From an optimization exercise on the open Yosys and OpenROAD flow, aimed at small area, a short achievable clock period and few clock cycles; shortcuts taken in it are not production practice. At most, simulation tests tie the RTL to the original design; equivalence was not proved. For runs 1 to 4, only the layout was checked, not whether the RTL still works. Power is estimated from default activity; no workload was simulated.

==> design/flow/design.v <==
module forwardingBoard(a, b, f3, taken);
	input [31:0] a, b;
	input [2:0] f3;
	output taken;
	wire sg = ~f3[1];
	wire lt = {a[31] ^ sg, a[30:0]} < {b[31] ^ sg, b[30:0]};
	wire eq = a == b;
	assign taken = f3[2] ? (f3[0] ? ~lt : (lt | eq)) : (f3[0] ? ~eq : eq);
endmodule
module decoder(
	input  [31:0] inst,
	output [3:0]  rs1,
	output [3:0]  rs2,
	output [3:0]  rd,
	output [31:0] imm,
	output        uses1,      
	output        uses2,      
	output        bImm,       
	output        wr,         
	output        isLoad,
	output        isStore,
	output        isJal,
	output        isJalr,
	output        sub,        
	output        cmpUns,     
	output        rSum, rLt, rXor, rOr, rAnd, rSh, rImm, rTgt, rNpc,
	output        shLeft,
	output        cEq, cNe, cLe, cGe,
	output        ldByte, ldHalf, ldUns
);
	wire [4:0] op = inst[6:2];
	wire [2:0] f3 = inst[14:12];
	wire lui   = op == 5'b01101;
	wire auipc = op == 5'b00101;
	wire jal   = op == 5'b11011;
	wire jalr  = op == 5'b11001;
	wire br    = op == 5'b11000;
	wire ld    = op == 5'b00000;
	wire st    = op == 5'b01000;
	wire opi   = op == 5'b00100;
	wire opr   = op == 5'b01100;
	wire alu   = opi | opr;
	assign rs1 = inst[18:15];
	assign rs2 = inst[23:20];
	assign rd  = inst[10:7];
	wire [31:0] immI = {{20{inst[31]}}, inst[31:20]};
	wire [31:0] immS = {{20{inst[31]}}, inst[31:25], inst[11:7]};
	wire [31:0] immB = {{19{inst[31]}}, inst[31], inst[7], inst[30:25], inst[11:8], 1'b0};
	wire [31:0] immU = {inst[31:12], 12'b0};
	wire [31:0] immJ = {{11{inst[31]}}, inst[31], inst[19:12], inst[20], inst[30:21], 1'b0};
	assign imm = st ? immS : br ? immB : (lui | auipc) ? immU : jal ? immJ : immI;
	assign uses1   = ~(lui | auipc | jal);
	assign uses2   = opr | br | st;
	assign bImm    = opi | ld | st | jalr;
	assign wr      = alu | lui | auipc | jal | jalr | ld;
	assign isLoad  = ld;
	assign isStore = st;
	assign isJal   = jal;
	assign isJalr  = jalr;
	assign sub    = (alu & f3[2:1] == 2'b01) | (opr & f3 == 3'b000 & inst[30]);
	assign cmpUns = br ? f3[1] : f3[0];
	assign rSum  = alu & f3 == 3'b000;
	assign rLt   = alu & f3[2:1] == 2'b01;
	assign rXor  = alu & f3 == 3'b100;
	assign rOr   = alu & f3 == 3'b110;
	assign rAnd  = alu & f3 == 3'b111;
	assign rSh   = alu & f3[1:0] == 2'b01;
	assign shLeft = ~f3[2];
	assign rImm  = lui;
	assign rTgt  = auipc;
	assign rNpc  = jal | jalr;
	assign cEq = br & f3 == 3'b000;
	assign cNe = br & f3 == 3'b001;
	assign cLe = br & f3[2] & ~f3[0];
	assign cGe = br & f3[2] &  f3[0];
	assign ldByte = f3[1:0] == 2'b00;
	assign ldHalf = f3[1:0] == 2'b01;
	assign ldUns  = f3[2];
endmodule
module alu(a, b, sub, cmpUns, shLeft, sum, lt, shOut);
	input  [31:0] a, b;
	input  sub, cmpUns, shLeft;
	output [31:0] sum;
	output lt;
	output [31:0] shOut;
	wire [33:0] s = {1'b0, a, 1'b1} + {1'b0, b, sub};
	assign sum = s[32:1];
	wire b31 = b[31] ^ sub;            
	wire ltu = ~s[33];
	wire lts = (a[31] ^ b31) ? a[31] : s[32];
	assign lt = cmpUns ? ltu : lts;
	reg [31:0] ain, rout;
	integer i;
	always @* begin
		for (i = 0; i < 32; i = i + 1) ain[i] = shLeft ? a[31 - i] : a[i];
	end
	wire [31:0] r = ain >> b[4:0];
	always @* begin
		for (i = 0; i < 32; i = i + 1) rout[i] = shLeft ? r[31 - i] : r[i];
	end
	assign shOut = rout;
endmodule
module loadUnit(ldByte, ldHalf, ldUns, memData, out);
	input ldByte, ldHalf, ldUns;
	input [31:0] memData;
	output [31:0] out;
	wire s = ~ldUns & memData[31];
	assign out[31:16] = (ldByte | ldHalf) ? {16{s}} : memData[31:16];
	assign out[15:8]  = ldByte ? {8{s}} : ldHalf ? memData[31:24] : memData[15:8];
	assign out[7:0]   = ldByte ? memData[31:24] : ldHalf ? memData[23:16] : memData[7:0];
endmodule
module bancoRegistrador(clk, reset, rs1, rs2, data, rd, wEn, r1, r2);
	input clk, reset;
	input [3:0] rs1, rs2, rd;
	input wEn;                
	input [31:0] data;
	output [31:0] r1, r2;
	reg [31:0] registers [1:15];
	reg [15:1] valid;
	integer i;
	always @(posedge clk) begin
		for (i = 1; i < 16; i = i + 1)
			if (wEn && rd == i) registers[i] <= data;
	end
	always @(posedge clk) begin
		if (reset) valid <= 15'b0;
		else if (wEn) valid[rd] <= 1'b1;
	end
	wire wt1 = wEn && rd == rs1;
	wire wt2 = wEn && rd == rs2;
	reg [31:0] a, b;
	always @* begin
		a = wt1 ? data : 32'b0;
		b = wt2 ? data : 32'b0;
		for (i = 1; i < 16; i = i + 1) begin
			if (rs1 == i && valid[i] && !(wEn && rd == i)) a = a | registers[i];
			if (rs2 == i && valid[i] && !(wEn && rd == i)) b = b | registers[i];
		end
	end
	assign r1 = a;
	assign r2 = b;
endmodule
module fewcore (clk, reset, imem_addr, imem_rdata, dmem_addr, dmem_wdata, dmem_we, dmem_rdata);
	input clk, reset;
	output [31:0] imem_addr;
	input  [31:0] imem_rdata;
	output [31:0] dmem_addr;
	output [31:0] dmem_wdata;
	output dmem_we;
	input  [31:0] dmem_rdata;
	reg  [31:0] pcF;           
	reg         fv;            
	reg         again;         
	reg  [31:0] aX, oX;        
	reg  [31:0] zX;            
	reg         vX, takeX;
	wire [31:0] sum;           
	wire [31:0] pcF4 = {pcF[31:2] + 30'd1, pcF[1:0]};
	wire        redir = vX & takeX;
	wire        dHaz;
	wire        refetch = fv & dHaz & ~redir;
	assign imem_addr = redir ? {sum[31:1], 1'b0} : again ? pcF : pcF4;
	always @(posedge clk) begin
		if (reset) begin
			pcF   <= 32'hfffffffc;
			fv    <= 1'b0;
			again <= 1'b0;
		end else begin
			pcF   <= refetch ? pcF : imem_addr;
			fv    <= ~refetch;
			again <= refetch;
		end
	end
	wire [3:0]  dRs1, dRs2, dRd;
	wire [31:0] dImm;
	wire dUses1, dUses2, dBImm, dWr, dLoad, dStore, dJal, dJalr, dSub, dCmpUns;
	wire dRSum, dRLt, dRXor, dROr, dRAnd, dRSh, dRImm, dRTgt, dRNpc, dShLeft;
	wire dCEq, dCNe, dCLe, dCGe, dLdByte, dLdHalf, dLdUns;
	decoder dec(
		.inst(imem_rdata), .rs1(dRs1), .rs2(dRs2), .rd(dRd), .imm(dImm),
		.uses1(dUses1), .uses2(dUses2), .bImm(dBImm), .wr(dWr),
		.isLoad(dLoad), .isStore(dStore), .isJal(dJal), .isJalr(dJalr),
		.sub(dSub), .cmpUns(dCmpUns),
		.rSum(dRSum), .rLt(dRLt), .rXor(dRXor), .rOr(dROr), .rAnd(dRAnd),
		.rSh(dRSh), .rImm(dRImm), .rTgt(dRTgt), .rNpc(dRNpc), .shLeft(dShLeft),
		.cEq(dCEq), .cNe(dCNe), .cLe(dCLe), .cGe(dCGe),
		.ldByte(dLdByte), .ldHalf(dLdHalf), .ldUns(dLdUns)
	);
	wire dBr = dCEq | dCNe | dCLe | dCGe;
	reg  [3:0]  rdW;
	reg         wW, ldW, ldByteW, ldHalfW, ldUnsW;
	reg  [31:0] resW;
	wire [31:0] ldData, wbData;
	loadUnit lu(.ldByte(ldByteW), .ldHalf(ldHalfW), .ldUns(ldUnsW), .memData(dmem_rdata), .out(ldData));
	assign wbData = ldW ? ldData : resW;
	wire [31:0] rf1, rf2;
	bancoRegistrador rf(
		.clk(clk), .reset(reset), .rs1(dRs1), .rs2(dRs2),
		.data(wbData), .rd(rdW), .wEn(wW), .r1(rf1), .r2(rf2)
	);
	reg  [3:0]  rdX;
	reg         wrX, ldX;      
	wire [31:0] res;           
	wire m1 = dRs1 == rdX && wrX;
	wire m2 = dRs2 == rdX && wrX;
	assign dHaz = ldX & ((dUses1 & m1) | (dUses2 & m2));
	wire [31:0] dA = m1 ? res : rf1;
	wire [31:0] dB = m2 ? res : rf2;
	wire dTake;
	forwardingBoard bcmp(.a(dA), .b(dB), .f3(imem_rdata[14:12]), .taken(dTake));
	reg  stV, subX, cmpUnsX, shLeftX;
	reg  rSumX, rLtX, rXorX, rOrX, rAndX, rShX, rXX, rNpcX;
	reg  ldByteX, ldHalfX, ldUnsX;
	always @(posedge clk) begin
		aX   <= (dRTgt | dJal | dBr) ? pcF : dA;
		oX   <= ((dBImm | dRTgt | dJal | dBr | dRImm) ? dImm : dB) ^ {32{dSub}};
		zX   <= dB;
		rdX  <= dRd;
		subX <= dSub;  cmpUnsX <= dCmpUns;  shLeftX <= dShLeft;
		rSumX <= dRSum | dRTgt; rLtX <= dRLt; rXorX <= dRXor; rOrX <= dROr; rAndX <= dRAnd;
		rShX <= dRSh; rXX <= dRImm; rNpcX <= dRNpc;
		ldByteX <= dLdByte; ldHalfX <= dLdHalf; ldUnsX <= dLdUns;
		takeX <= dJal | dJalr | (dBr & dTake);
		if (reset) begin
			vX <= 1'b0; wrX <= 1'b0; ldX <= 1'b0; stV <= 1'b0;
		end else begin
			stV  <= fv & ~redir & ~dHaz & dStore;
			vX   <= fv & ~redir & ~dHaz;
			wrX  <= fv & ~redir & ~dHaz & dWr & (dRd != 4'd0);
			ldX  <= fv & ~redir & ~dHaz & dLoad;
		end
	end
	wire [31:0] shOut;
	wire lt;
	alu alu_m(.a(aX), .b(oX), .sub(subX), .cmpUns(cmpUnsX), .shLeft(shLeftX),
	          .sum(sum), .lt(lt), .shOut(shOut));
	assign res = ({32{rSumX}} & sum) | {31'b0, rLtX & lt} |
	             ({32{rXorX}} & (aX ^ oX)) | ({32{rOrX}} & (aX | oX)) |
	             ({32{rAndX}} & (aX & oX)) | ({32{rShX}} & shOut) |
	             ({32{rXX}} & oX) | ({32{rNpcX}} & pcF);
	assign dmem_addr  = sum;
	assign dmem_wdata = zX;
	assign dmem_we    = stV & ~reset;
	always @(posedge clk) begin
		resW <= res;
		rdW  <= rdX;
		ldByteW <= ldByteX; ldHalfW <= ldHalfX; ldUnsW <= ldUnsX;
		if (reset) begin
			wW  <= 1'b0;
			ldW <= 1'b0;
		end else begin
			wW  <= vX & wrX;
			ldW <= ldX;
		end
	end
endmodule
==> design/flow/flow/run.sh <==
#!/bin/bash
# Own flow: the standard layout (standard.sh, unchanged synthesis) with
#  - the ports buffered by a plain buffer cell instead of the delay cell the
#    resizer picks by default,
#  - timing repair asked to leave setup margin,
#  - a clock tree of fewer, smaller buffers without dummy loads.
# make's full output goes to standard_make.log; ORFS's per-step logs stay
# under orfs/logs.
set -uo pipefail
MARGIN=7
CTS="-sink_clustering_enable -repair_clock_nets -dont_use_dummy_load -sink_clustering_size 16 -sink_clustering_max_diameter 120 -buf_list sky130_fd_sc_hd__clkbuf_16"
bash standard.sh "SETUP_SLACK_MARGIN=$MARGIN" \
  "BUFFER_PORTS_ARGS=-buffer_cell sky130_fd_sc_hd__buf_2" \
  "CTS_ARGS=$CTS" \
  finish > standard_make.log 2>&1
==> design/flow/standard.sh <==
#!/bin/bash
# synth_recipe.tcl (not shown) runs the flow's synth.tcl, then flattens the netlist and writes it again
# the make line also repeats each setting of config.mk as NAME=value (left out here)
make -C /OpenROAD-flow-scripts/flow DESIGN_CONFIG=/design/flow/config.mk WORK_HOME=/design/flow/orfs CLKGATE_MAP_FILE= SYNTH_SCRIPT=/design/flow/synth_recipe.tcl "${@:-finish}"
==> design/flow/config.mk <==
export PLATFORM = sky130hd
export DESIGN_NAME = fewcore
export DESIGN_NICKNAME = fewcore
export VERILOG_FILES = /design/flow/design.v
export SDC_FILE = /design/flow/constraint.sdc
export NUM_CORES = 4
export LEC_CHECK = 0
export ABC_AREA = 1
export CAP_MARGIN = 20
export CORE_MARGIN = 2
export CORE_UTILIZATION = 40
export PLACE_DENSITY = 0.6
export SLEW_MARGIN = 20
==> design/flow/constraint.sdc <==
create_clock -name core_clock -period 12.5 [get_ports {clk}]
set_input_delay 2.5000 -clock core_clock [delete_from_list [all_inputs] [get_ports {clk}]]
set_output_delay 2.5000 -clock core_clock [all_outputs]
set_load 0.01 [all_outputs]
==> run summary, run 1 <==
- The HPWL after detailed placement is ~120 mm.
- 0 antenna diodes ended up in the layout.
- The synthesized area divided by synthesized cell count is 8.55 um2.
- The number of max-slew violations in the final report is 0.
- Summed over all layers, the global routing overflow is 0.
- The finished layout cell area is 45,900 um2.
- Dividing the detail-routed via count by the number of cells gives 6.20.
- The commonest register cell after synthesis is sky130_fd_sc_hd__edfxtp_1.
- The first TritonRoute pass finished after 7 iterations.
- The number of buffers on the longest clock path is 3.
- The post-route worst setup slack is 6.83 ns.
- The initial utilization of the core area, before any placement, comes to 40.5%.
- After detailed routing, the total wire length is 183 mm.
- Of all nets on the critical path, the largest fanout is 6.
- The via count of the first global-routing pass is 33,808.
- In the final routed layout, each cell accounts on average for 30.7 um.
- Data on the critical path arrives at its endpoint at 3.17 ns.
- The count of nets left with antenna violations once routing finished came out at 0.
- STA classifies the critical path endpoint as an output port.
- The post-synthesis instance area is 38,000 um2.
- The clock drives 689 sinks.
- The final number of hold-violating endpoints is 0.
- The number of failing setup endpoints in the final timing report is 0.
- The startpoint of the lowest-slack hold path is ldHalfX$_DFF_P_.
- The number of warning messages in the yosys log is 4.
- The number of nets in the final layout is 4,898.
- The depth of the worst register-to-register path is 29.
- The design draws 0.00512 W.
- The static leakage is 18.7 nW.
- The ratio of total power to cell area is 112 nW/um2.
- Relative to the synthesized area, the layout overhead comes to 20.8%.
- In the finished design, the share of the clock period the worst path needs comes to 45.4%.
- For flop-to-flop paths, the worst setup slack is 7.14 ns.
- Counting flops with a built-in enable in the synthesized netlist gives 480.
- The number of violations reported at the end of detailed-routing iteration 0 is 5,761.
- The quantity of I/O buffers inserted on ports is 160.
- CTS placed an instance of sky130_fd_sc_hd__clkbuf_16 at the clock tree root.
- The final standard cell count with taps included and fillers excluded is approximately 6,000.
- The count of state elements after synthesis is approximately 690.
- Of the cells placed in the final design, the portion with a size suffix greater than 1 is 20.8%.
- The worst setup timing slack at the placement stage is 4.91 ns.
- For this run, design rule violations remaining after detail routing come to 0.
- The startpoint type of the worst setup path is a register.
- Measured against its own limit, the worst slew margin works out to 13.4%.
- The source of the worst register-to-register timing path is shLeftX$_DFF_P_.
- Clock latency on the worst-skew pair, taken at its later pin, is 0.67 ns.
- For this run, the register share of the synthesized area comes to 49.0%.
- The number of antenna violations at the first check in global routing is 3.
- Across the VDD grid, the largest voltage drop is 0.0851 mV.
- The area enclosed by the die boundary is roughly 97,000 um2.
- The count of H-tree levels built during CTS is 2.
- Entering global routing, the biggest net connects 66 pins.
- At the worst endpoint, the required time is 10.00 ns.
- Setup repair after global routing could not meet its margin everywhere.
- The class of the tightest hold or removal check is reg2reg.
- TritonCTS built the clock tree.
- The number of distinct library cell variants in the gate-level netlist after synthesis is 66.
- The clock skew after layout is 0.0665 ns.
- The I/O pin count is 163.
- The number of hold buffers added after cts is 0.
- The fraction of registers with async set or reset after synthesis is 0%.
- The placeable core area is ~94,000 um2.
- At the pin with the least slew margin, the transition time is 1.29 ns.
- The congestion estimate from routability-driven global placement came to between 1 and 1.5.
- For hold timing, the worst endpoint is ldHalfW$_DFF_P_.
- The kind of critical path is reg2out.
- Setup total negative slack on the finished layout was measured at 0 ns.
- The number of cells traversed by the worst hold path is 0.
- The total placed instance area is 40,000 um2.
- The maximum operating frequency is 0.176 GHz.
- The first global-routing pass estimated 251 mm of wire.
- The total placed cells including tap cells is 5,742.
- In this run, CTS created clock tree buffers numbering 50.
- The floorplan row count is approximately 110.
- Summing over every cut layer, the via total after detailed routing is 37,042.
- The net count of the mapped netlist is 4,614.
- The capturing point of the worst reg2reg path is takeX$_DFF_P_.
- The synthesized instance count is roughly 4,400.
- The tool flagged a number of max-cap violations equal to 0.
- Global routing consumed, over all layers together, 36.2% of the routing resources.
- The floorplan step set the die height to 312 um.
- After clock tree synthesis, the clock-pin slew on the worst setup and hold paths is 0.08 ns.
- The run finished with no timing, DRC or antenna violations.
- Counting I/O delays and the setup requirement, the final critical path takes between 5 and 6 ns.
- From left edge to right edge, the die measures 312 um.
[sequential cells by signal, summed over array words and instances (netlist names), 4 cells and up]
| signal | flops |
|---|---|
| rf.registers | 480 |
| aX | 32 |
| oX | 32 |
| pcF | 32 |
| resW | 32 |
| zX | 32 |
| rf.valid | 15 |
| rdW | 4 |
| rdX | 4 |
[cell type report]
class,instances,area [um2]
tap,1254,1570
fill,8845,47900
inverter,560,2330
sequential,689,18700
multi-input combinational,2992,18200
timing repair buffer,427,3800
timing repair inverter,2,13.8
clock buffer,50,1250
[cells in the mapped netlist (all sizes together) (84+ instances only)]
cell type / n / area [um2]
a21oi: 169 / 868
a221oi: 141 / 1230
buf: 118 / 681
dfxtp: 209 / 4180
edfxtp: 480 / 14400
ha: 109 / 1360
inv: 546 / 2050
nand2: 1203 / 4580
nand3: 324 / 1690
nand4: 84 / 532
nor2: 207 / 827
o21ai: 207 / 1060
o22ai: 133 / 832
[repair_timing]
action / CTS / global route
gates resized for setup: 477 / 213
setup endpoints to repair: 68 / 49
pin swaps: 77 / 83
gates cloned: 13 / 1
endpoints found under the hold margin: 0 / 0
buffers inserted: 112 / 56
[worst max-delay path, cell delays in order (launching register included)]
cell                       delay, ns
sky130_fd_sc_hd__dfxtp_4        0.36
sky130_fd_sc_hd__buf_12         0.11
sky130_fd_sc_hd__inv_8          0.03
sky130_fd_sc_hd__buf_12         0.11
sky130_fd_sc_hd__ha_4           0.33
sky130_fd_sc_hd__nand2_4        0.09
sky130_fd_sc_hd__nor2_4         0.16
sky130_fd_sc_hd__nand2_2        0.06
sky130_fd_sc_hd__o211ai_1       0.09
sky130_fd_sc_hd__buf_4          0.18
sky130_fd_sc_hd__a21oi_4        0.07
sky130_fd_sc_hd__buf_12         0.13
sky130_fd_sc_hd__o21ai_4        0.21
sky130_fd_sc_hd__xor2_4         0.24
sky130_fd_sc_hd__nand2_1        0.09
sky130_fd_sc_hd__o21ai_2        0.09
sky130_fd_sc_hd__buf_2          0.16
[placed cells by master, fill, tap and decap left out, types with 27 or more instances in the layout]
master                      count
sky130_fd_sc_hd__a22o_1        38
sky130_fd_sc_hd__o22ai_1      133
sky130_fd_sc_hd__ha_1          76
sky130_fd_sc_hd__nor2_1       177
sky130_fd_sc_hd__inv_1        451
sky130_fd_sc_hd__clkbuf_16     51
sky130_fd_sc_hd__edfxtp_1     480
sky130_fd_sc_hd__buf_12        38
sky130_fd_sc_hd__nand3_1      292
sky130_fd_sc_hd__o21ai_1       35
sky130_fd_sc_hd__dfxtp_2       28
sky130_fd_sc_hd__inv_2         60
sky130_fd_sc_hd__o221ai_1      37
sky130_fd_sc_hd__nand2_2       96
sky130_fd_sc_hd__buf_6         35
sky130_fd_sc_hd__o211ai_1      32
sky130_fd_sc_hd__o21ai_0      142
sky130_fd_sc_hd__nor3_1        33
sky130_fd_sc_hd__dfxtp_1      168
sky130_fd_sc_hd__a221oi_1     127
sky130_fd_sc_hd__buf_2        142
sky130_fd_sc_hd__nand4_1       83
sky130_fd_sc_hd__a211oi_1      42
sky130_fd_sc_hd__a21oi_1      139
sky130_fd_sc_hd__buf_4        192
sky130_fd_sc_hd__a22oi_1       27
sky130_fd_sc_hd__nand2_1     1088
[metal layers]
metal | part of all wire [%] | up-vias | GRT usage, %
met4 | 8.9 | 0 | 24.9
met2 | 42 | 2812 | 53.9
li1 | - | 16053 | -
met1 | 36 | 17531 | 45.8
met3 | 13 | 646 | 10.0
met5 | 0 | - | 0
[how the worst max path moves through the flow]
stage	cells after the start	endpoint	startpoint	slack, ns
final	16	imem_addr[30]	oX[3]$_DFF_P_	6.83
after global routing	29	oX[15]$_DFF_P_	imem_rdata[23]	6.75
after CTS	16	imem_addr[18]	oX[1]$_DFF_P_	6.85
after detailed placement	23	takeX$_DFF_P_	imem_rdata[17]	4.91
after global placement	23	takeX$_DFF_P_	imem_rdata[17]	4.91
after floorplan	2	dmem_we	reset	7.13
[report_power, final]
group,switching (W),internal [W]
sequential,0.0000877,0.00249
clock,0.000809,0.000704
combinational,0.000667,0.000363
[metrics by stage]
step / hold slack (ns) / util [%]
after floorplan: 0.310 / -
after global placement: 0.313 / 42.7
after detailed placement: 0.317 / 42.7
after CTS: 0.335 / 47.4
after global routing: 0.350 / 48.9
final: 0.331 / 48.9
[cell families after synthesis]
kind of cell    Yosys count  synth area share, %
compound gates          926                 16.4
xor+xnor                 47                 1.12
fa+ha+maj               110                 3.65
buf+inv                 757                 8.12
flops                   689                 49.0
mux                       7                0.188
simple gates           1902                 21.5
==> run 2: changes to the inputs <==
--- a/design/flow/flow/run.sh
+++ b/design/flow/flow/run.sh
@@ -7,7 +7,7 @@
 # make's full output goes to standard_make.log; ORFS's per-step logs stay
 # under orfs/logs.
 set -uo pipefail
-MARGIN=7
+MARGIN=6.5
 CTS="-sink_clustering_enable -repair_clock_nets -dont_use_dummy_load -sink_clustering_size 16 -sink_clustering_max_diameter 120 -buf_list sky130_fd_sc_hd__clkbuf_16"
 bash standard.sh "SETUP_SLACK_MARGIN=$MARGIN" \
   "BUFFER_PORTS_ARGS=-buffer_cell sky130_fd_sc_hd__buf_2" \
==> run summary, run 2 <==
- The ratio of total power to cell area was 117 nW/um2 (was 112 nW/um2).
- The CTS tree is yes (unchanged).
- The routed via count was 35,791 (was 37,042).
- The die span in y is 312 um (unchanged).
- The arrival time of the worst setup path is 6.60 ns (was 3.17 ns).
- The commonest register cell after synthesis is sky130_fd_sc_hd__edfxtp_1 (unchanged).
- The summed negative setup slack over all endpoints came to 0 ns (unchanged).
- The timing startpoint of the critical path is imem_rdata[20] (was oX[3]$_DFF_P_).
- The clock sink total is 689 (unchanged).
- The kind of critical path is in2reg (was reg2out).
- The combinational power share is 17.5% (was 20.1%).
- The fraction of registers with async set or reset after synthesis is 0% (unchanged).
- The register share of total power is 52.0% (was 50.4%).
- Cell types occupying the most area after synthesis: sky130_fd_sc_hd__edfxtp_1, sky130_fd_sc_hd__nand2_1, sky130_fd_sc_hd__dfxtp_1, sky130_fd_sc_hd__inv_1, sky130_fd_sc_hd__nand3_1 (unchanged).
- The cell accounting for the most synthesized area is sky130_fd_sc_hd__edfxtp_1 (unchanged).
- Commonest cells in the synthesized netlist: sky130_fd_sc_hd__nand2_1, sky130_fd_sc_hd__inv_1, sky130_fd_sc_hd__edfxtp_1, sky130_fd_sc_hd__nand3_1, sky130_fd_sc_hd__dfxtp_1 (unchanged).
- The number of violations reported at the end of detailed-routing iteration 0 came to 5,820 (was 5,761).
- The number of buffers on the longest clock path is 3 (unchanged).
- The share of Yosys cell area claimed by the top area cell type came to 38.0% (unchanged).
- The quantity of I/O buffers inserted on ports is 160 (unchanged).
- The maximum number of pins on one net before global-route repair was 66 (unchanged).
- The placeable core area is 93,700 um2 (unchanged).
- The chip width was 312 um (unchanged).
- The final weighted congestion of routability-driven global placement is 1.02 (unchanged).
- The number of antenna violations at the first check in global routing came to 2 (was 3).
- Commonest non-fill, non-tap cells in the layout: sky130_fd_sc_hd__nand2_1, sky130_fd_sc_hd__edfxtp_1, sky130_fd_sc_hd__inv_1 (unchanged).
- The floorplan row count is 112 (unchanged).
- The post-detailed-placement half-perimeter wirelength came to 119 mm (unchanged).
- The effective utilization at floorplan is 40.5% (unchanged).
- The slew of the pin with the lowest slew margin is 1.28 ns (was 1.29 ns).
- The area added between synthesis and finish is 12.1% (was 20.8%).
- The count of H-tree levels built during CTS is 2 (unchanged).
- The total placed cells including tap cells is 5,742 (unchanged).
- The sequential standard cell area is 18,600 um2 (was 18,700 um2).
- The worst setup timing slack at the placement stage is 4.91 ns (unchanged).
- The final standard cell count with taps included and fillers excluded is 5,829 (was 5,974).
- The flip-flop count of the largest register, all copies and words added came to 480 (unchanged).
- The part of the total power dissipated in the clock network is 30.5% (was 29.5%).
- The number of hold buffers added after cts is 0 (unchanged).
- The final number of hold-violating endpoints is 0 (unchanged).
- The area enclosed by the die boundary is 97,400 um2 (unchanged).
- The buffer cell driving the clock tree root is sky130_fd_sc_hd__clkbuf_16 (unchanged).
- The number of failing setup endpoints in the final timing report is 0 (unchanged).
- The number of cells traversed by the worst hold path is 0 (unchanged).
- The clock transition at the register clock pins on the worst setup and hold paths after CTS is 0.08 ns (about the same).
- The power spent charging and discharging nets is 0.00150 W (was 0.00156 W).
- The leading cell type in the layout, fill and taps excluded is sky130_fd_sc_hd__nand2_1 (unchanged).
- The final-layout fill cell count is 9,191 (was 8,845).
- The switching share of power is 30.3% (was 30.5%).
- The post-route minimum period is 6.07 ns (was 5.67 ns).
- The clock latency reported for the late side of the worst-skew pair is 0.67 ns (about the same).
- The required time reported for the critical path endpoint was 13.03 ns (was 10.00 ns).
- The source of the worst register-to-register timing path is shLeftX$_DFF_P_ (unchanged).
- The static leakage came to 17.4 nW (was 18.7 nW).
- The wire length of the first global-routing pass is 241 mm (was 251 mm).
- The final wirelength is 175 mm (was 183 mm).
- The startpoint type of the worst setup path is an input pin (was register).
- RSZ-0062 raised after global routing: yes (unchanged).
- The share of layout cells above drive strength 1 came to 12.8% (was 20.8%).
- The synthesized area divided by synthesized cell count was 8.55 um2 (unchanged).
- The post-synthesis instance area came to 38,000 um2 (unchanged).
- The remaining antenna violation count after routing is 0 (unchanged).
- The total CTS buffers came to 50 (unchanged).
- Status: timing/DRC/antenna clean (unchanged).
- The sequential share of the synthesized area is 49.0% (unchanged).
- The count of state elements after synthesis came to 689 (unchanged).
- The net count of the mapped netlist is 4,614 (unchanged).
- The final routed wire length divided by cell count was 30.1 um (was 30.7 um).
- The depth of the worst register-to-register path is 23 (was 29).
- The via count of the first global-routing pass came to 32,627 (was 33,808).
- The number of flops mapped to enable cells by yosys is 480 (unchanged).
- The DRC violation count after routing is 0 (unchanged).
- The final period utilization is 48.6% (was 45.4%).
- The class of the tightest hold or removal check is reg2reg (unchanged).
- The multi-input combinational cell area came to 16,900 um2 (was 18,200 um2).
- The maximum operating frequency is 0.165 GHz (was 0.176 GHz).
- The startpoint of the lowest-slack hold path is ldHalfX$_DFF_P_ (unchanged).
- The number of max-capacitance violations reported came to 0 (unchanged).
- The maximum fanout encountered on the critical timing path was 15 (was 6).
- The I/O pin count was 163 (unchanged).
- The maximum VDD drop was 0.0879 mV (was 0.0851 mV).
- The overall overflow remaining after global route came to 0 (unchanged).
- The total placed instance area is 40,000 um2 (unchanged).
- The synthesized instance count was 4,438 (unchanged).
- The overall track demand over capacity in global routing came to 34.7% (was 36.2%).
- The register with the most flip-flops is rf.registers (unchanged).
- The finished layout cell area was 42,600 um2 (was 45,900 um2).
- The kind of end point of the critical path is a register (was output port).
- The number of max-slew violations in the final report is 0 (unchanged).
- The number of nets in the final layout came to 4,752 (was 4,898).
- The number of distinct library cell variants in the gate-level netlist after synthesis is 66 (unchanged).
- The mean number of vias per cell was 6.14 (was 6.20).
- The clock skew after layout is 0.0734 ns (was 0.0665 ns).
- The number of warning messages in the yosys log is 4 (unchanged).
- The internal cell power is 0.00346 W (was 0.00356 W).
- The post-route worst setup slack is 6.43 ns (was 6.83 ns).
- The detailed-routing iteration count for the pre-antenna-repair pass came to 6 (was 7).
- The leading cell type by number of instances after synthesis is sky130_fd_sc_hd__nand2_1 (unchanged).
- The worst slew slack as a fraction of its limit is 13.8% (was 13.4%).
==> run 2: cell counts after synthesis <==
No cell type changed its count.
==> run 2: power groups by stage <==
stage               Sequential (W)  Combinational [W]  Clock (W)
detailed placement         0.00263           0.000795          0
global placement           0.00263           0.000793          0
global route               0.00258           0.000933    0.00159
floorplan                  0.00258           0.000504          0
finish                     0.00258           0.000868    0.00151
CTS                        0.00258           0.000822    0.00152
==> run 2: timing repair <==
action                                  CTS  global route
buffers inserted                         12            19
endpoints found under the setup margin   60            30
pin swaps                                 9            29
hold endpoints to repair                  0             0
cloned                                    2             3
gates resized for setup                 110           117
==> run 2: worst paths after layout <==
| check | endpoint | slack (ns) |
|---|---|---|
| worst max-delay path | takeX$_DFF_P_ | 6.43 |
| worst min-delay path | ldHalfW$_DFF_P_ | 0.33 |
| worst max register to register | takeX$_DFF_P_ | 6.71 |
| worst min register to register | ldHalfW$_DFF_P_ | 0.33 |
==> run 2: worst max-delay path, cell delays in order <==
cell and delay, ns:
sky130_fd_sc_hd__buf_2 0.20, sky130_fd_sc_hd__nand2_1 0.16, sky130_fd_sc_hd__nor2_1 0.22, sky130_fd_sc_hd__nand3_4 0.35, sky130_fd_sc_hd__inv_6 0.37, sky130_fd_sc_hd__buf_4 0.33, sky130_fd_sc_hd__nand2_1 0.09, sky130_fd_sc_hd__o221ai_1 0.11
sky130_fd_sc_hd__a221oi_1 0.10, sky130_fd_sc_hd__nand4_1 0.16, sky130_fd_sc_hd__nand2_1 0.07, sky130_fd_sc_hd__nand2_1 0.26, sky130_fd_sc_hd__inv_2 0.08, sky130_fd_sc_hd__ha_1 0.28, sky130_fd_sc_hd__nand2_1 0.11, sky130_fd_sc_hd__nor2_1 0.06
sky130_fd_sc_hd__a221oi_1 0.33, sky130_fd_sc_hd__o21ai_0 0.13, sky130_fd_sc_hd__nand3_1 0.17, sky130_fd_sc_hd__nand2_1 0.08, sky130_fd_sc_hd__nand2_1 0.07, sky130_fd_sc_hd__nand2_1 0.05, sky130_fd_sc_hd__nand2_1 0.06, sky130_fd_sc_hd__nand2_1 0.10
sky130_fd_sc_hd__nand2_1 0.08, sky130_fd_sc_hd__nand2_1 0.04
==> run 2: logic make-up after synthesis <==
family	after synthesis	synth area share, %
and+or+nand+nor	1902	21.5
AOI/OAI and AO/OA	926	16.4
buffers and inverters	757	8.12
DFF	689	49.0
adders and majority gates	110	3.65
xor gates and xnor gates	47	1.12
muxes	7	0.188
==> run 2: layer usage <==
metal | vias to the layer above | share of wire, % | global-route usage, %
met5 | - | 0.023 | 0
met2 | 2495 | 43 | 52.0
met1 | 17021 | 38 | 44.5
met3 | 535 | 12 | 8.94
li1 | 15734 | - | -
met4 | 6 | 7.7 | 22.5
==> run 2: per-stage QoR <==
stage	util (%)	hold WS, ns	power [W]
finish	45.4	0.333	0.00496
global route	45.4	0.353	0.00511
CTS	44.7	0.335	0.00491
detailed placement	42.7	0.317	0.00342
global placement	42.7	0.313	0.00342
floorplan	-	0.310	0.00309
==> run 2: area by class of cell <==
| class | instances | area share, % |
|---|---|---|
| antenna | 1 | 0.00588 |
| tap | 1254 | 3.69 |
| clock buffer | 50 | 2.94 |
| multi-input combinational | 2992 | 39.6 |
| sequential | 689 | 43.7 |
| timing repair inverter | 1 | 0.0118 |
| timing repair buffer | 282 | 4.74 |
| inverter | 560 | 5.25 |
==> run 3: changes to the inputs <==
--- a/design/flow/flow/run.sh
+++ b/design/flow/flow/run.sh
@@ -7,7 +7,7 @@
 # make's full output goes to standard_make.log; ORFS's per-step logs stay
 # under orfs/logs.
 set -uo pipefail
-MARGIN=6.5
+MARGIN=6
 CTS="-sink_clustering_enable -repair_clock_nets -dont_use_dummy_load -sink_clustering_size 16 -sink_clustering_max_diameter 120 -buf_list sky130_fd_sc_hd__clkbuf_16"
 bash standard.sh "SETUP_SLACK_MARGIN=$MARGIN" \
   "BUFFER_PORTS_ARGS=-buffer_cell sky130_fd_sc_hd__buf_2" \
==> run summary, run 3 <==
- The DRC violation count after routing is 0 (unchanged).
- The count of state elements after synthesis is 689 (unchanged).
- The via count of the first global-routing pass came to 32,441 (was 32,627).
- The number of failing setup endpoints in the final timing report is 0 (unchanged).
- The kind of end point of the critical path is a register (unchanged).
- The I/O pin count is 163 (unchanged).
- The quantity of I/O buffers inserted on ports came to 160 (unchanged).
- The finished layout cell area came to 41,400 um2 (was 42,600 um2).
- The leading cell type by number of instances after synthesis was sky130_fd_sc_hd__nand2_1 (unchanged).
- The floorplan row count is 112 (unchanged).
- The placeable core area is 93,700 um2 (unchanged).
- The maximum fanout encountered on the critical timing path is 13 (was 15).
- The flip-flop count of the largest register, all copies and words added is 480 (unchanged).
- Commonest cells in the synthesized netlist: sky130_fd_sc_hd__nand2_1, sky130_fd_sc_hd__inv_1, sky130_fd_sc_hd__edfxtp_1, sky130_fd_sc_hd__nand3_1, sky130_fd_sc_hd__dfxtp_1 (unchanged).
- RSZ-0062 raised after global routing: yes (unchanged).
- The share of Yosys cell area claimed by the top area cell type came to 38.0% (unchanged).
- The maximum VDD drop is 0.0882 mV (was 0.0879 mV).
- The detailed-routing iteration count for the pre-antenna-repair pass is 9 (was 6).
- The number of flops mapped to enable cells by yosys was 480 (unchanged).
- The startpoint type of the worst setup path is an input pin (unchanged).
- The number of warning messages in the yosys log was 4 (unchanged).
- The final wirelength came to 174 mm (was 175 mm).
- The leading cell type in the layout, fill and taps excluded is sky130_fd_sc_hd__nand2_1 (unchanged).
- The number of hold buffers added after cts came to 0 (unchanged).
- The maximum number of pins on one net before global-route repair was 66 (unchanged).
- The worst slew slack as a fraction of its limit is 13.1% (was 13.8%).
- The final number of hold-violating endpoints is 0 (unchanged).
- The final standard cell count with taps included and fillers excluded came to 5,796 (was 5,829).
- The share of layout cells above drive strength 1 is 10.4% (was 12.8%).
- The class of the tightest hold or removal check is reg2reg (unchanged).
- The fraction of registers with async set or reset after synthesis is 0% (unchanged).
- The area added between synthesis and finish is 9.16% (was 12.1%).
- The number of buffer and inverter instances along the worst setup path was 6 (was 4).
- The register with the most flip-flops is rf.registers (unchanged).
- The total placed cells including tap cells is 5,742 (unchanged).
- The highest-delay cell along the critical path was sky130_fd_sc_hd__nor3_1 (was sky130_fd_sc_hd__inv_6).
- The post-detailed-placement half-perimeter wirelength is 119 mm (unchanged).
- The total CTS buffers is 50 (unchanged).
- The number of buffers on the longest clock path is 3 (unchanged).
- The die span in y was 312 um (unchanged).
- The static leakage is 17.0 nW (was 17.4 nW).
- The overall overflow remaining after global route is 0 (unchanged).
- The most repeated library cell on the critical path is sky130_fd_sc_hd__nand2_1 (unchanged).
- The mean number of vias per cell was 6.14 (about the same).
- The remaining antenna violation count after routing is 0 (unchanged).
- The clock transition at the register clock pins on the worst setup and hold paths after CTS is 0.08 ns (about the same).
- The effective utilization at floorplan is 40.5% (unchanged).
- The net count of the mapped netlist came to 4,614 (unchanged).
- The buffer cell driving the clock tree root was sky130_fd_sc_hd__clkbuf_16 (unchanged).
- The required time reported for the critical path endpoint is 13.03 ns (about the same).
- The clock skew after layout was 0.0688 ns (was 0.0734 ns).
- The final weighted congestion of routability-driven global placement was 1.02 (unchanged).
- The clock latency reported for the late side of the worst-skew pair is 0.67 ns (about the same).
- The kind of critical path is in2reg (unchanged).
- The chip width is 312 um (unchanged).
- The post-route minimum period came to 6.56 ns (was 6.07 ns).
- The number of nets in the final layout is 4,720 (was 4,752).
- The clock sink total was 689 (unchanged).
- The synthesized area divided by synthesized cell count came to 8.55 um2 (unchanged).
- The number of max-slew violations in the final report was 0 (unchanged).
- The area enclosed by the die boundary is 97,400 um2 (unchanged).
- The CTS tree is yes (unchanged).
- The total placed instance area was 40,000 um2 (unchanged).
- The cell accounting for the most synthesized area was sky130_fd_sc_hd__edfxtp_1 (unchanged).
- The wire length of the first global-routing pass was 240 mm (was 241 mm).
- The number of violations reported at the end of detailed-routing iteration 0 is 5,510 (was 5,820).
- The count of H-tree levels built during CTS came to 2 (unchanged).
- The number of max-capacitance violations reported came to 0 (unchanged).
- Cell types occupying the most area after synthesis: sky130_fd_sc_hd__edfxtp_1, sky130_fd_sc_hd__nand2_1, sky130_fd_sc_hd__dfxtp_1, sky130_fd_sc_hd__inv_1, sky130_fd_sc_hd__nand3_1 (unchanged).
- The arrival time of the worst setup path is 7.09 ns (was 6.60 ns).
- Status: timing/DRC/antenna clean (unchanged).
- The sequential share of the synthesized area is 49.0% (unchanged).
- The ratio of total power to cell area is 119 nW/um2 (was 117 nW/um2).
- The summed negative setup slack over all endpoints is 0 ns (unchanged).
- The synthesized instance count came to 4,438 (unchanged).
- The slew of the pin with the lowest slew margin is 1.29 ns (was 1.28 ns).
- The number of antenna violations at the first check in global routing is 2 (unchanged).
- The cell type group with the largest total delay on the critical path is simple AND/OR/NAND/NOR gates (unchanged).
- The post-synthesis instance area is 38,000 um2 (unchanged).
- The final period utilization is 52.5% (was 48.6%).
- The maximum operating frequency is 0.152 GHz (was 0.165 GHz).
- The number of distinct library cell variants in the gate-level netlist after synthesis is 66 (unchanged).
- The number of diodes added for antenna fixing was 0 (was 1).
- The delay contributed by the slowest stage of the critical path is 0.49 ns (was 0.37 ns).
- The routed via count is 35,575 (was 35,791).
- The commonest register cell after synthesis is sky130_fd_sc_hd__edfxtp_1 (unchanged).
- The overall track demand over capacity in global routing is 34.5% (was 34.7%).
- Commonest non-fill, non-tap cells in the layout: sky130_fd_sc_hd__nand2_1, sky130_fd_sc_hd__edfxtp_1, sky130_fd_sc_hd__inv_1 (unchanged).
- The final routed wire length divided by cell count came to 30.0 um (was 30.1 um).
run 3: through the flow:
stage,hold WS (ns),setup slack [ns],total power [W],util [%]
floorplan,0.310,7.13,0.00309,-
global placement,0.313,4.91,0.00342,42.7
detailed placement,0.317,4.91,0.00342,42.7
CTS,0.335,6.03,0.00489,44.1
global route,0.351,5.92,0.00506,44.2
finish,0.335,5.94,0.00492,44.2
run 3: kinds of logic after synthesis:
| family | synth area share, % |
|---|---|
| and+or+nand+nor | 21.5 |
| adders and majority gates | 3.65 |
| buffers and inverters | 8.12 |
| muxes | 0.188 |
| xor gates and xnor gates | 1.12 |
| DFF | 49.0 |
| AOI/OAI and AO/OA | 16.4 |
run 3: repair_timing:
action	CTS	global route
setup buffers	1	2
pin swaps	0	0
endpoints found under the setup margin	44	21
resized for setup	8	27
gates cloned	1	0
run 3: area by class of cell:
type / instances / area (um2)
fill: 9313 / 52300
timing repair inverter: 1 / 5.00
timing repair buffer: 250 / 1500
clock buffer: 50 / 1250
sequential: 689 / 18600
multi-input combinational: 2992 / 16400
tap: 1254 / 1570
inverter: 560 / 2130
run 3: worst paths after layout:
| path | start | endpoint | slack, ns | cells past startpoint |
|---|---|---|---|---|
| setup / recovery | imem_rdata[15] | takeX$_DFF_P_ | 5.94 | 26 |
| hold / removal | ldUnsX$_DFF_P_ | ldUnsW$_DFF_P_ | 0.33 | 0 |
| setup reg to reg | oX[4]$_DFF_P_ | takeX$_DFF_P_ | 6.78 | 28 |
| hold reg to reg | ldUnsX$_DFF_P_ | ldUnsW$_DFF_P_ | 0.33 | 0 |
run 3: where the power goes:
part / internal, W / total, W / leakage [nW] / switching (W)
clock: 0.000704 / 0.00151 / 0.616 / 0.000810
sequential: 0.00249 / 0.00258 / 6.16 / 0.0000879
combinational: 0.000237 / 0.000824 / 10.2 / 0.000587
run 3: routing by layer:
metal	share of wire, %	track usage (%)	up-vias
met2	43	52.1	2486
met5	0.023	0	-
li1	-	-	15682
met1	38	44.7	16909
met3	12	8.10	492
met4	7.4	21.6	6
==> run 4: changes to the inputs <==
--- a/design/flow/flow/run.sh
+++ b/design/flow/flow/run.sh
@@ -7,7 +7,7 @@
 # make's full output goes to standard_make.log; ORFS's per-step logs stay
 # under orfs/logs.
 set -uo pipefail
-MARGIN=6
+MARGIN=5.5
 CTS="-sink_clustering_enable -repair_clock_nets -dont_use_dummy_load -sink_clustering_size 16 -sink_clustering_max_diameter 120 -buf_list sky130_fd_sc_hd__clkbuf_16"
 bash standard.sh "SETUP_SLACK_MARGIN=$MARGIN" \
   "BUFFER_PORTS_ARGS=-buffer_cell sky130_fd_sc_hd__buf_2" \
==> run summary, run 4 <==
- The share of Yosys cell area claimed by the top area cell type was 38.0% (unchanged).
- The wire length of the first global-routing pass is 240 mm (about the same).
- The arrival time of the worst setup path is 7.51 ns (was 7.09 ns).
- Commonest non-fill, non-tap cells in the layout: sky130_fd_sc_hd__nand2_1, sky130_fd_sc_hd__edfxtp_1, sky130_fd_sc_hd__inv_1 (unchanged).
- The detailed-routing wirelength on met1 came to 65.9 mm (was 66.1 mm).
- The final period utilization is 55.9% (was 52.5%).
- The number of violations reported at the end of detailed-routing iteration 0 was 5,439 (was 5,510).
- The die span in y is 312 um (unchanged).
- The class of the tightest hold or removal check was reg2reg (unchanged).
- The uppermost metal layer occupied by signal nets is met5 (unchanged).
- The synthesized instance count was 4,438 (unchanged).
- The I/O pin count came to 163 (unchanged).
- The clock transition at the register clock pins on the worst setup and hold paths after CTS is 0.08 ns (about the same).
- The count of H-tree levels built during CTS is 2 (unchanged).
- The final wirelength is 174 mm (about the same).
- The total chip power is 0.00491 W (was 0.00492 W).
- The number of hold buffers added after cts came to 0 (unchanged).
- The number of distinct library cell variants in the gate-level netlist after synthesis is 66 (unchanged).
- The area added between synthesis and finish is 8.90% (was 9.16%).
- The quantity of I/O buffers inserted on ports is 160 (unchanged).
- The number of max-slew violations in the final report is 0 (unchanged).
- The area enclosed by the die boundary is 97,400 um2 (unchanged).
- The leading cell type in the layout, fill and taps excluded is sky130_fd_sc_hd__nand2_1 (unchanged).
- The maximum fanout encountered on the critical timing path is 15 (was 13).
- The required time reported for the critical path endpoint was 13.03 ns (about the same).
- RSZ-0062 raised after global routing: no (was yes).
- The buffer cell driving the clock tree root is sky130_fd_sc_hd__clkbuf_16 (unchanged).
- The final number of hold-violating endpoints is 0 (unchanged).
- The depth of the worst register-to-register path is 29 (was 28).
- The ratio of total power to cell area is 119 nW/um2 (about the same).
- The net count of the mapped netlist is 4,614 (unchanged).
- The fraction of registers with async set or reset after synthesis is 0% (unchanged).
- The share of layout cells above drive strength 1 is 10.1% (was 10.4%).
- The number of max-capacitance violations reported was 0 (unchanged).
- The clock skew after layout was 0.0646 ns (was 0.0688 ns).
- The clock latency reported for the late side of the worst-skew pair is 0.66 ns (was 0.67 ns).
- The slew of the pin with the lowest slew margin is 1.28 ns (was 1.29 ns).
- The chip width is 312 um (unchanged).
- The cell accounting for the most synthesized area is sky130_fd_sc_hd__edfxtp_1 (unchanged).
- The overall overflow remaining after global route is 0 (unchanged).
- The kind of end point of the critical path is a register (unchanged).
- The met3 wire length was 20.7 mm (was 20.6 mm).
- The DRC violation count after routing came to 0 (unchanged).
- The worst slew slack as a fraction of its limit is 14.1% (was 13.1%).
- The CTS tree was yes (unchanged).
- The number of flops mapped to enable cells by yosys is 480 (unchanged).
- The amount of wire on met2 after detailed routing is 74.2 mm (was 74.3 mm).
- The sequential share of the synthesized area is 49.0% (unchanged).
- The kind of critical path is in2reg (unchanged).
- The routed via count is 35,692 (was 35,575).
- The via count of the first global-routing pass came to 32,432 (was 32,441).
- The number of failing setup endpoints in the final timing report is 0 (unchanged).
- The leading cell type by number of instances after synthesis is sky130_fd_sc_hd__nand2_1 (unchanged).
- The number of nets in the final layout was 4,721 (was 4,720).
- The maximum number of pins on one net before global-route repair was 66 (unchanged).
- The summed negative setup slack over all endpoints came to 0 ns (unchanged).
- The register with the most flip-flops is rf.registers (unchanged).
- The static leakage came to 17.0 nW (about the same).
- The flip-flop count of the largest register, all copies and words added came to 480 (unchanged).
- Cell types occupying the most area after synthesis: sky130_fd_sc_hd__edfxtp_1, sky130_fd_sc_hd__nand2_1, sky130_fd_sc_hd__dfxtp_1, sky130_fd_sc_hd__inv_1, sky130_fd_sc_hd__nand3_1 (unchanged).
- The remaining antenna violation count after routing is 0 (unchanged).
- The detailed-routing iteration count for the pre-antenna-repair pass was 6 (was 9).
- The mean number of vias per cell is 6.15 (was 6.14).
- The post-synthesis instance area is 38,000 um2 (unchanged).
- The maximum operating frequency is 0.143 GHz (was 0.152 GHz).
- The floorplan row count is 112 (unchanged).
- Commonest cells in the synthesized netlist: sky130_fd_sc_hd__nand2_1, sky130_fd_sc_hd__inv_1, sky130_fd_sc_hd__edfxtp_1, sky130_fd_sc_hd__nand3_1, sky130_fd_sc_hd__dfxtp_1 (unchanged).
- The final routed wire length divided by cell count was 29.9 um (was 30.0 um).
- The final weighted congestion of routability-driven global placement is 1.02 (unchanged).
- The number of cells traversed by the worst hold path is 0 (unchanged).
- The post-route minimum period is 6.98 ns (was 6.56 ns).
- The total CTS buffers is 50 (unchanged).
- The commonest register cell after synthesis is sky130_fd_sc_hd__edfxtp_1 (unchanged).
- The number of warning messages in the yosys log is 4 (unchanged).
- Status: timing/DRC/antenna clean (unchanged).
- The clock sink total is 689 (unchanged).
- The number of buffers on the longest clock path is 3 (unchanged).
- The synthesized area divided by synthesized cell count is 8.55 um2 (unchanged).
- The post-detailed-placement half-perimeter wirelength came to 119 mm (unchanged).
- The count of state elements after synthesis was 689 (unchanged).
- The overall track demand over capacity in global routing was 34.4% (was 34.5%).
- The effective utilization at floorplan is 40.5% (unchanged).
- The startpoint type of the worst setup path is an input pin (unchanged).
- The maximum VDD drop is 0.0870 mV (was 0.0882 mV).
- The number of antenna violations at the first check in global routing came to 2 (unchanged).
- The placeable core area came to 93,700 um2 (unchanged).
run 4: changes by cell type in the layout (fill, tap and decap cells not counted), sizes merged:
| cell | before | now |
|---|---|---|
| clkinv | 22 | 24 |
| clkinvlp | 4 | 2 |
| buf | 250 | 251 |
| diode | 0 | 2 |
run 4: layout make-up:
cell class	instances	area, um2
diodes	2	5.00
clock buffers	50	1250
fillers	9315	52400
inverters	560	2110
multi-input cells	2992	16300
flip-flops and latches	689	18600
well taps	1254	1570
repair buffers	251	1480
repair inverters	1	5.00
run 4: per-layer routing:
layer,global-route usage [%],vias to the layer above
met5,0,-
met4,21.4,6
met3,8.06,503
met2,52.0,2538
met1,44.7,16961
li1,-,15684
run 4: repair_timing:
action / in CTS / in global routing
resized for setup: 0 / 2
setup buffers: 0 / 4
setup endpoints to repair: 0 / 17
run 4: worst paths after layout:
kind | from | end | slack (ns)
worst max-delay path | imem_rdata[15] | takeX$_DFF_P_ | 5.52
worst max register to register | oX[1]$_DFF_P_ | takeX$_DFF_P_ | 6.56
worst min register to register | ldUnsX$_DFF_P_ | ldUnsW$_DFF_P_ | 0.34
worst min-delay path | ldUnsX$_DFF_P_ | ldUnsW$_DFF_P_ | 0.34
run 4: cells by family after synthesis:
kind of cell / synth area share [%]
AND/OR/NAND/NOR: 21.5
AO/OA/AOI/OAI: 16.4
buffers and inverters: 8.12
flip-flops: 49.0
adder cells (fa/ha/maj): 3.65
XOR/XNOR: 1.12
multiplexers: 0.188
run 4: critical path, stage by stage:
cell and delay, ns:
sky130_fd_sc_hd__buf_2 0.13, sky130_fd_sc_hd__inv_1 0.15, sky130_fd_sc_hd__nand2_1 0.07, sky130_fd_sc_hd__o211ai_1 0.10, sky130_fd_sc_hd__a211oi_1 0.06, sky130_fd_sc_hd__nand2_1 0.08, sky130_fd_sc_hd__buf_4 0.26, sky130_fd_sc_hd__clkinv_1 0.72
sky130_fd_sc_hd__buf_4 0.52, sky130_fd_sc_hd__a221oi_1 0.38, sky130_fd_sc_hd__nand3_1 0.14, sky130_fd_sc_hd__o21ai_0 0.56, sky130_fd_sc_hd__nand2_1 0.32, sky130_fd_sc_hd__ha_1 0.30, sky130_fd_sc_hd__a21oi_1 0.13, sky130_fd_sc_hd__o21ai_0 0.12
sky130_fd_sc_hd__a21oi_1 0.15, sky130_fd_sc_hd__o21ai_0 0.10, sky130_fd_sc_hd__nand3_1 0.18, sky130_fd_sc_hd__nand2_1 0.08, sky130_fd_sc_hd__nand2_1 0.08, sky130_fd_sc_hd__nand2_1 0.05, sky130_fd_sc_hd__nand2_1 0.06, sky130_fd_sc_hd__nand2_1 0.10
sky130_fd_sc_hd__nand2_1 0.08, sky130_fd_sc_hd__nand2_1 0.04
run 4: report_power, final:
group / switching (W) / total (W) / internal (W)
Clock: 0.000808 / 0.00151 / 0.000704
Combinational: 0.000585 / 0.000821 / 0.000236
Sequential: 0.0000873 / 0.00258 / 0.00249
Total: 0.00148 / 0.00491 / 0.00343
run 4: stage by stage:
step | utilization (%) | cell area [um2] | worst slack (ns) | std cells | hold WS, ns
3_3_place_gp | 42.7 | 40000 | 4.91 | 5742 | 0.313
6_report | 44.1 | 41300 | 5.52 | 5799 | 0.336
4_1_cts | 44.0 | 41300 | 5.51 | 5792 | 0.335
2_1_floorplan | - | 38000 | 7.13 | 4438 | 0.310
5_1_grt | 44.1 | 41300 | 5.52 | 5797 | 0.351
3_5_place_dp | 42.7 | 40000 | 4.91 | 5742 | 0.317
==> run 5: changes to the inputs <==
--- a/design/flow/design.v
+++ b/design/flow/design.v
@@ -3,8 +3,22 @@
 	input [2:0] f3;
 	output taken;
 	wire sg = ~f3[1];
-	wire lt = {a[31] ^ sg, a[30:0]} < {b[31] ^ sg, b[30:0]};
-	wire eq = a == b;
+	wire [31:0] x = {a[31] ^ sg, a[30:0]};
+	wire [31:0] y = {b[31] ^ sg, b[30:0]};
+	reg [31:0] l, e;
+	integer w, i;
+	reg lt, eq;
+	always @* begin
+		l = ~x & y;
+		e = ~(x ^ y);
+		for (w = 1; w < 32; w = w * 2)
+			for (i = 0; i < 32; i = i + 2 * w) begin
+				l[i] = l[i + w] | (e[i + w] & l[i]);
+				e[i] = e[i + w] & e[i];
+			end
+		lt = l[0];
+		eq = e[0];
+	end
 	assign taken = f3[2] ? (f3[0] ? ~lt : (lt | eq)) : (f3[0] ? ~eq : eq);
 endmodule
 module decoder(
@@ -151,6 +165,7 @@
 	reg  [31:0] pcF;           
 	reg         fv;            
 	reg         again;         
+	reg         start;         
 	reg  [31:0] aX, oX;        
 	reg  [31:0] zX;            
 	reg         vX, takeX;
@@ -159,16 +174,17 @@
 	wire        redir = vX & takeX;
 	wire        dHaz;
 	wire        refetch = fv & dHaz & ~redir;
-	assign imem_addr = redir ? {sum[31:1], 1'b0} : again ? pcF : pcF4;
-	always @(posedge clk) begin
+	assign imem_addr = redir ? {sum[31:1], 1'b0} : start ? 32'b0 : again ? pcF : pcF4;
+	always @(posedge clk) begin
+		pcF <= refetch ? pcF : imem_addr;
 		if (reset) begin
-			pcF   <= 32'hfffffffc;
 			fv    <= 1'b0;
 			again <= 1'b0;
+			start <= 1'b1;
 		end else begin
-			pcF   <= refetch ? pcF : imem_addr;
 			fv    <= ~refetch;
 			again <= refetch;
+			start <= 1'b0;
 		end
 	end
 	wire [3:0]  dRs1, dRs2, dRd;
--- a/design/flow/flow/run.sh
+++ b/design/flow/flow/run.sh
@@ -7,7 +7,7 @@
 # make's full output goes to standard_make.log; ORFS's per-step logs stay
 # under orfs/logs.
 set -uo pipefail
-MARGIN=5.5
+MARGIN=7
 CTS="-sink_clustering_enable -repair_clock_nets -dont_use_dummy_load -sink_clustering_size 16 -sink_clustering_max_diameter 120 -buf_list sky130_fd_sc_hd__clkbuf_16"
 bash standard.sh "SETUP_SLACK_MARGIN=$MARGIN" \
   "BUFFER_PORTS_ARGS=-buffer_cell sky130_fd_sc_hd__buf_2" \
==> run summary, run 5 <==
- The post-detailed-placement half-perimeter wirelength was 118 mm (was 119 mm).
- The buffer cell driving the clock tree root is sky130_fd_sc_hd__clkbuf_16 (unchanged).
- The fraction of registers with async set or reset after synthesis is 0% (unchanged).
- The cell accounting for the most synthesized area is sky130_fd_sc_hd__edfxtp_1 (unchanged).
- The worst setup timing slack at the placement stage came to 4.66 ns (was 4.91 ns).
- Status: timing/DRC/antenna clean (unchanged).
- Walking the worst path, the cells encountered are buf_2 > o21ai_0 > a21oi_4 > a21oi_1 > nand4_1 > nand2_1 > nand2_1 > ha_1 > nand4_1 > o221ai_2 > nand2_1 > nand2_1 > nand2_1 > nand2_2 > nand2_1 > nand2_2 > nand2_2 > o21ai_4 > nand2_1 > nand2_1.
- The maximum number of pins on one net before global-route repair was 65 (was 66).
- The area added between synthesis and finish is 20.1% (was 8.90%).
- The leading cell type by number of instances after synthesis is sky130_fd_sc_hd__nand2_1 (unchanged).
- The placeable core area is 95,000 um2 (was 93,700 um2).
- The clock skew after layout is 0.0706 ns (was 0.0646 ns).
- The clock transition at the register clock pins on the worst setup and hold paths after CTS is 0.08 ns (about the same).
- Commonest cells in the synthesized netlist: sky130_fd_sc_hd__nand2_1, sky130_fd_sc_hd__inv_1, sky130_fd_sc_hd__edfxtp_1, sky130_fd_sc_hd__nand3_1, sky130_fd_sc_hd__nor2_1 (was sky130_fd_sc_hd__nand2_1, sky130_fd_sc_hd__inv_1, sky130_fd_sc_hd__edfxtp_1, sky130_fd_sc_hd__nand3_1, sky130_fd_sc_hd__dfxtp_1).
- The number of hold buffers added after cts came to 0 (unchanged).
- The number of antenna violations at the first check in global routing is 12 (was 2).
- The via count of the first global-routing pass was 33,785 (was 32,432).
- The DRC violation count after routing is 0 (unchanged).
- The ratio of total power to cell area is 98.5 nW/um2 (was 119 nW/um2).
- The mean number of vias per cell is 6.14 (was 6.15).
- The number of nets in the final layout is 5,015 (was 4,721).
- The maximum VDD drop came to 0.104 mV (was 0.0870 mV).
- The overall overflow remaining after global route is 0 (unchanged).
- The total placed instance area came to 40,300 um2 (was 40,000 um2).
- The wire length of the first global-routing pass is 248 mm (was 240 mm).
- The count of H-tree levels built during CTS is 2 (unchanged).
- The sequential share of the synthesized area is 49.4% (was 49.0%).
- The floorplan row count is 113 (was 112).
- The overall track demand over capacity in global routing came to 35.4% (was 34.4%).
- The number of failing setup endpoints in the final timing report came to 0 (unchanged).
- The final weighted congestion of routability-driven global placement is 1.03 (was 1.02).
- The number of buffers on the longest clock path is 3 (unchanged).
- The final routed wire length divided by cell count is 30.0 um (was 29.9 um).
- The delay contributed by the slowest stage of the critical path is 0.66 ns (was 0.72 ns).
- The share of layout cells above drive strength 1 came to 19.2% (was 10.1%).
- The net count of the mapped netlist came to 4,731 (was 4,614).
- The total CTS buffers is 49 (was 50).
- The final number of hold-violating endpoints is 0 (unchanged).
- The worst slew slack as a fraction of its limit was 21.2% (was 14.1%).
- The static leakage came to 19.1 nW (was 17.0 nW).
- The maximum fanout encountered on the critical timing path is 17 (was 15).
- The multi-input combinational cell area came to 17,700 um2 (was 16,300 um2).
- The number of max-capacitance violations reported is 0 (unchanged).
- The post-synthesis instance area is 38,300 um2 (was 38,000 um2).
- The count of state elements after synthesis came to 690 (was 689).
- The number of warning messages in the yosys log is 5 (was 4).
- RSZ-0062 raised after global routing: yes (was no).
- The kind of critical path is in2reg (unchanged).
- The clock latency reported for the late side of the worst-skew pair is 0.66 ns (about the same).
- The arrival time of the worst setup path is 6.08 ns (was 7.51 ns).
- The clock sink total is 690 (was 689).
- The utilization after layout is 48.5% (was 44.1%).
- The routed via count was 37,529 (was 35,692).
- The flip-flop count of the largest register, all copies and words added came to 480 (unchanged).
- The class of the tightest hold or removal check was reg2reg (unchanged).
- The CTS tree was yes (unchanged).
- The detailed-routing iteration count for the pre-antenna-repair pass is 8 (was 6).
- The synthesized area divided by synthesized cell count is 8.41 um2 (was 8.55 um2).
- The sequential standard cell area is 19,000 um2 (was 18,600 um2).
- The synthesized instance count is 4,555 (was 4,438).
- The finished layout cell area is 46,000 um2 (was 41,300 um2).
- The total placed cells including tap cells is 5,853 (was 5,742).
- The quantity of I/O buffers inserted on ports is 160 (unchanged).
- The highest-delay cell along the critical path is sky130_fd_sc_hd__o21ai_0 (was sky130_fd_sc_hd__clkinv_1).
- The share of Yosys cell area claimed by the top area cell type is 40.1% (was 38.0%).
- The commonest register cell after synthesis is sky130_fd_sc_hd__edfxtp_1 (unchanged).
- The number of flops mapped to enable cells by yosys was 512 (was 480).
- The maximum operating frequency was 0.180 GHz (was 0.143 GHz).
- The die span in y was 314 um (was 312 um).
- The final wirelength is 183 mm (was 174 mm).
- The final-layout fill cell count is 9,159 (was 9,315).
- The number of violations reported at the end of detailed-routing iteration 0 is 5,932 (was 5,439).
- The final period utilization is 44.4% (was 55.9%).
- The area enclosed by the die boundary is 98,300 um2 (was 97,400 um2).
- The final standard cell count with taps included and fillers excluded came to 6,108 (was 5,799).
- The startpoint type of the worst setup path is an input pin (unchanged).
- The summed negative setup slack over all endpoints is 0 ns (unchanged).
- The most repeated library cell on the critical path was sky130_fd_sc_hd__nand2_1 (unchanged).
- The effective utilization at floorplan is 40.3% (was 40.5%).
- The leading cell type in the layout, fill and taps excluded is sky130_fd_sc_hd__nand2_1 (unchanged).
- The slew of the pin with the lowest slew margin is 1.17 ns (was 1.28 ns).
- The flop-to-flop setup slack is 7.65 ns (was 6.56 ns).
- The post-route worst setup slack is 6.96 ns (was 5.52 ns).
- Commonest non-fill, non-tap cells in the layout: sky130_fd_sc_hd__nand2_1, sky130_fd_sc_hd__inv_1, sky130_fd_sc_hd__edfxtp_1 (was sky130_fd_sc_hd__nand2_1, sky130_fd_sc_hd__edfxtp_1, sky130_fd_sc_hd__inv_1).
- The number of max-slew violations in the final report was 0 (unchanged).
- The post-route minimum period is 5.54 ns (was 6.98 ns).
- The register with the most flip-flops is rf.registers (unchanged).
- The number of distinct library cell variants in the gate-level netlist after synthesis is 67 (was 66).
- The I/O pin count is 163 (unchanged).
- The kind of end point of the critical path is a register (unchanged).
- The required time reported for the critical path endpoint is 13.04 ns (was 13.03 ns).
- Cell types occupying the most area after synthesis: sky130_fd_sc_hd__edfxtp_1, sky130_fd_sc_hd__nand2_1, sky130_fd_sc_hd__dfxtp_1, sky130_fd_sc_hd__nand3_1, sky130_fd_sc_hd__inv_1 (was sky130_fd_sc_hd__edfxtp_1, sky130_fd_sc_hd__nand2_1, sky130_fd_sc_hd__dfxtp_1, sky130_fd_sc_hd__inv_1, sky130_fd_sc_hd__nand3_1).
- The remaining antenna violation count after routing is 0 (unchanged).
- The chip width came to 314 um (was 312 um).
run 5: changes by cell type in the layout (fill, tap and decap cells not counted), moves of 29 or more:
cell                       delta
sky130_fd_sc_hd__o21ai_1     +35
sky130_fd_sc_hd__a221oi_1    -57
sky130_fd_sc_hd__buf_12      +41
sky130_fd_sc_hd__ha_1        -36
sky130_fd_sc_hd__buf_4      +106
sky130_fd_sc_hd__a22o_1      -31
sky130_fd_sc_hd__nand2_1     -88
sky130_fd_sc_hd__o21ai_0     -55
sky130_fd_sc_hd__edfxtp_1    +32
sky130_fd_sc_hd__dfxtp_1     -67
sky130_fd_sc_hd__dfxtp_2     +29
sky130_fd_sc_hd__nand2_2     +41
sky130_fd_sc_hd__inv_1       +55
sky130_fd_sc_hd__nand3_1    +106
run 5: logic make-up (layout without fill, tap and decap cells):
| family | Yosys count | count (layout) | synth area share (%) |
|---|---|---|---|
| adders and majority gates | 110 | 110 | 3.61 |
| other | 0 | 6 | 0 |
| AOI/OAI and AO/OA | 843 | 843 | 14.2 |
| buffers and inverters | 826 | 1108 | 8.58 |
| and+or+nand+nor | 2041 | 2041 | 23.2 |
| muxes | 1 | 1 | 0.0261 |
| DFF | 690 | 690 | 49.4 |
| xor gates and xnor gates | 44 | 44 | 1.01 |
run 5: worst paths after layout:
kind | from | end | cells after the start
setup / recovery | dmem_rdata[30] | takeX$_DFF_P_ | 20
hold / removal | ldByteX$_DFF_P_ | ldByteW$_DFF_P_ | 0
setup reg to reg | ldByteW$_DFF_P_ | takeX$_DFF_P_ | 20
hold reg to reg | ldByteX$_DFF_P_ | ldByteW$_DFF_P_ | 0
run 5: critical path, delay by kind of cell:
kind	cells	cell delay, ns
buffers and inverters	1	0.17
AOI/OAI and AO/OA	5	1.51
and+or+nand+nor	13	1.52
adders and majority gates	1	0.38
run 5: cell type report:
type                    count  area share [%]
diodes                      6          0.0326
well taps                1265            3.44
repair buffers            425            8.18
clock buffers              49            2.66
multi-input cells        3039            38.5
repair inverters            3          0.0625
inverters                 631            5.80
flip-flops and latches    690            41.3
run 5: per-stage QoR:
step	hold slack (ns)	total power (W)
2_1_floorplan	0.310	0.00281
3_3_place_gp	0.313	0.00298
3_5_place_dp	0.322	0.00298
4_1_cts	0.333	0.00447
5_1_grt	0.341	0.00464
6_report	0.332	0.00453
run 5: metal layers:
metal	GRT usage [%]	wire (um)	up-vias	share of wire [%]
met4	23.1	15500	8	8.4
met1	43.9	65700	17753	36
met3	8.81	22700	680	12
met5	0	54	-	0.029
met2	55.0	79400	2766	43
li1	-	-	16322	-
run 5: power breakdown:
group / switching, W / internal [W] / total, W
Combinational: 0.000377 / 0.000180 / 0.000557
Clock: 0.000801 / 0.000691 / 0.00149
Sequential: 0.0000237 / 0.00246 / 0.00248
Total: 0.00120 / 0.00333 / 0.00453
run 5: repair_timing:
item,CTS,global route
pin swaps,40,91
cloned,10,10
endpoints found under the setup margin,63,35
buffers inserted,55,121
resized for setup,342,299
Testbench counts of run 5, summed over its fixed seeds: cycles 63,270.

## afterwards: timing with drivers on the ports
No port has a modelled driver above. Below, the same layouts with a new extraction and two added sets of constraints. Step 1: set_driving_cell puts a clkbuf_16 on clk and a buf_2 on each other input, an assumption about the parent block. Step 2 adds t to the input delays and takes it off the output delays; t is the mean of the earliest and latest rising clock arrival at the registers after step 1. Input paths then give back, and output paths get back, about the clock's delay inside the block. a / b / c = no drivers / after step 1 / after step 2; a / b = the first two.
run | t (ns) | setup slack, ns | worst data-port slew with drivers (ns) | pins driven straight from the clock port
run 1 | 0.705 | 6.826 / 6.756 / 6.172 | 0.10 | 1
run 2 | 0.702 | 6.426 / 6.474 / 5.772 | 0.10 | 1
run 3 | 0.703 | 5.939 / 5.987 / 5.284 | 0.10 | 1
run 4 | 0.701 | 5.517 / 5.568 / 4.868 | 0.10 | 1
run 5 | 0.694 | 6.955 / 6.927 / 6.311 | 0.12 | 1
After both steps setup and hold are still met in every run listed. For run 3, which loses most, drivers alone change the setup slack by +0.048 ns; drivers and shift together by -0.655 ns.
